From an optimization exercise on the open Yosys and OpenROAD flow, aimed at small area; shortcuts taken in it are not production practice.
In this exercise RTL edits were held to simulation tests only and were not proved equivalent to the original.

run A:
## dsp
module dsp(o_filter_data, o_led, o_ber_samp_I, o_ber_samp_Q, o_ber_error_I, o_ber_error_Q, i_sw, i_rstn, clk);
Size: ~1300 cells after synthesis, about 280 I/O pins, about 0.014 mm^2 of cells after synthesis.
==> flow/config.mk <==
export PLATFORM = sky130hd
export DESIGN_NAME = dsp
export DESIGN_NICKNAME = dsp
export VERILOG_FILES = /design/flow/design.v
export SDC_FILE = /design/flow/constraint.sdc
export NUM_CORES = 4
export LEC_CHECK = 0
export CAP_MARGIN = 20
export CORE_MARGIN = 2
export CORE_UTILIZATION = 85
export PLACE_DENSITY = 0.9
export SLEW_MARGIN = 20
==> flow/constraint.sdc <==
create_clock -name core_clock -period 12.0 [get_ports {clk}]
set_input_delay 2.4000 -clock core_clock [delete_from_list [all_inputs] [get_ports {clk}]]
set_output_delay 2.4000 -clock core_clock [all_outputs]
set_load 0.01 [all_outputs]
standard.sh (not shown) runs the stock make flow with config.mk's settings and CLKGATE_MAP_FILE= SYNTH_SCRIPT=/design/flow/synth_recipe.tcl, a recipe that flattens the netlist after the stock synthesis.
==> flow/flow/run.sh <==
#!/bin/bash
# Standard ORFS layout (the standard.sh, unchanged synthesis, floorplan,
# power grid, placement and routing) with two settings changed:
#  - every port is buffered with the smallest buffer, buf_1, instead of the
#    default clkdlybuf4s50_1;
#  - clock tree synthesis uses clkbuf_8 leaf buffers on clusters of up to 15
#    flip-flops and inserts no dummy loads.
# All output goes to standard_flow.log (ORFS keeps per-step logs in orfs/logs).
set -e
export BUFFER_PORTS_ARGS="-buffer_cell sky130_fd_sc_hd__buf_1"
export CTS_ARGS="-sink_clustering_enable -repair_clock_nets -dont_use_dummy_load -buf_list sky130_fd_sc_hd__clkbuf_8 -sink_clustering_size 15 -sink_clustering_max_diameter 60"
bash standard.sh finish > standard_flow.log 2>&1
Run A did not stop at any stage, and its layout met the timing, DRC and antenna checks.
Input-level comparison between run B and run A:
- CORE_UTILIZATION now 70, was 85
- PLACE_DENSITY now 0.8, was 0.9
Notes after the runs:
Any difference in data arrival time of the critical path between run B and run A is small enough to ignore.
Post-route cell area delta (run B − run A): unfavourable
| multi-input logic portion of the cell area | run B vs run A | 0.28 points lower |
The final reports for run B and run A show final wirelength lower in the former.
Run B -> run A: count of distinct cell types in the synthesized netlist delta 0, exact match
Edits applied to the flow inputs when going from run B to run C:
- setting GPL_ROUTABILITY_DRIVEN to 0 for the first time
- setting GPL_TIMING_DRIVEN to 0 for the first time
Looking only at highest attainable clock frequency, and setting everything else aside, the lower value of run B and run C goes to run B. Measured against each other, run B and run C differ in largest fanout of any net on the critical path, the higher figure coming from run B. Comparing the two runs side by side, run C comes out behind run B on design area. Run C ends up with a relative slew slack that is 3.5 points higher than in run B.

========
Another version of the RTL of dsp (not shown whole).
Size in the first run: ~1400 cells after synthesis, ~290 flip-flops, ~280 I/O pins, about 14000 um^2 of cells after synthesis.
==> flow/design.v (excerpt) <==
module dsp
  (
    output [15:0] o_filter_data,  
    output  [3:0] o_led        ,  
    output [63:0] o_ber_samp_I ,
    output [63:0] o_ber_samp_Q ,
    output [63:0] o_ber_error_I,
    output [63:0] o_ber_error_Q,
    input   [3:0] i_sw         ,  
    input         i_rstn       ,
    input         clk
  );
make LEC_CHECK=0 CAP_MARGIN=20 CORE_MARGIN=2 CORE_UTILIZATION=40 SLEW_MARGIN=20 finish   # period 12.0 ns
run.sh (not shown) runs the stock make flow with config.mk's settings and CLKGATE_MAP_FILE= SYNTH_SCRIPT=/design/flow/synth_recipe.tcl, a recipe that flattens the netlist after the stock synthesis.
Stock flow here: none of the scripts above is used.
Next try:
==> flow/flow/run.sh (new file) <==
#!/bin/bash
# Standard ORFS layout (the standard.sh, unchanged synthesis, floorplan,
# power grid, placement and routing) with two settings changed:
#  - every port is buffered with the smallest buffer, buf_1, instead of the
#    default clkdlybuf4s50_1;
#  - clock tree synthesis uses clkbuf_8 leaf buffers on clusters of up to 15
#    flip-flops and inserts no dummy loads.
# All output goes to standard_flow.log (ORFS keeps per-step logs in orfs/logs).
set -e
export BUFFER_PORTS_ARGS="-buffer_cell sky130_fd_sc_hd__buf_1"
export CTS_ARGS="-sink_clustering_enable -repair_clock_nets -dont_use_dummy_load -buf_list sky130_fd_sc_hd__clkbuf_8 -sink_clustering_size 15 -sink_clustering_max_diameter 60"
bash standard.sh finish > standard_flow.log 2>&1
==> flow/standard.sh (new file) <==
#!/bin/bash
# synth_recipe.tcl (not shown) runs the flow's synth.tcl, then flattens the netlist and writes it again
# the make line also repeats each setting of config.mk as NAME=value (left out here)
make -C /OpenROAD-flow-scripts/flow DESIGN_CONFIG=/design/flow/config.mk WORK_HOME=/design/flow/orfs CLKGATE_MAP_FILE= SYNTH_SCRIPT=/design/flow/synth_recipe.tcl "${@:-finish}"
removed: flow/run.sh
=>
- The changed run finished clean
- die area is unchanged
- hold slack improves by 0.014 ns
- maximum frequency is higher by 11%
Next try:
==> flow/flow/run.sh (replaced) <==
#!/bin/bash
# Standard ORFS layout with two changes: ports are buffered with the smallest
# buffer (buf_1) instead of the default choice, and clock tree synthesis uses
# small clock buffers without dummy loads.
set -e
export BUFFER_PORTS_ARGS="-buffer_cell sky130_fd_sc_hd__buf_1"
export CTS_ARGS="-sink_clustering_enable -repair_clock_nets -dont_use_dummy_load -buf_list sky130_fd_sc_hd__clkbuf_4"
bash standard.sh finish > standard_flow.log 2>&1
The new run went through all stages and came out clean.
Count of clock-buffer cells in the layout rises by 53.
Cell area went up by 1.5%.
Routed wire length goes up by 0.91%.
Register-to-register slack degrades by 0.02 ns.
Clock skew rose by 0.032 ns.
Cell count grows by 2.6%.
Core utilization came out higher by 0.67 points.
Via count came out higher by 2.7%.
Sequential cell count does not change.
Sequential share of layout area decreases by 0.60 points.

## static timing again, ports no longer ideal
No port has a modelled driver above. Below, the same layouts with a new extraction and two added sets of constraints. Step 1 (the two cells are an assumption about what drives the block):
set clk [get_ports {clk}]
set_driving_cell -lib_cell sky130_fd_sc_hd__clkbuf_16 $clk
set_driving_cell -lib_cell sky130_fd_sc_hd__buf_2 [delete_from_list [all_inputs] $clk]
Step 2 also shifts input and output timing later by t, the mid clock arrival at the registers, as if the neighbouring blocks saw the same clock. a / b / c = no drivers / after step 1 / after step 2; a / b = the first two.
run | t, ns | setup slack, ns | cell pins on the clock port's net
run A | 0.585 | 5.597 / 5.569 / 5.375 | 1
run B | 0.572 | 5.587 / 5.560 / 5.560 | 1
run C | 0.583 | 5.720 / 5.701 / 5.701 | 1
the first run of note 2 | 0.556 | 4.997 / 4.969 / 4.969 | 1
the second run of note 2 | 0.609 | 5.704 / 5.668 / 5.668 | 1
the third run of note 2 | 0.703 | 5.693 / 5.656 / 5.656 | 1
After both steps every run listed still meets setup and hold. The setup slack of run A, which loses most, moves by -0.028 ns with the drivers and by -0.222 ns with both steps.
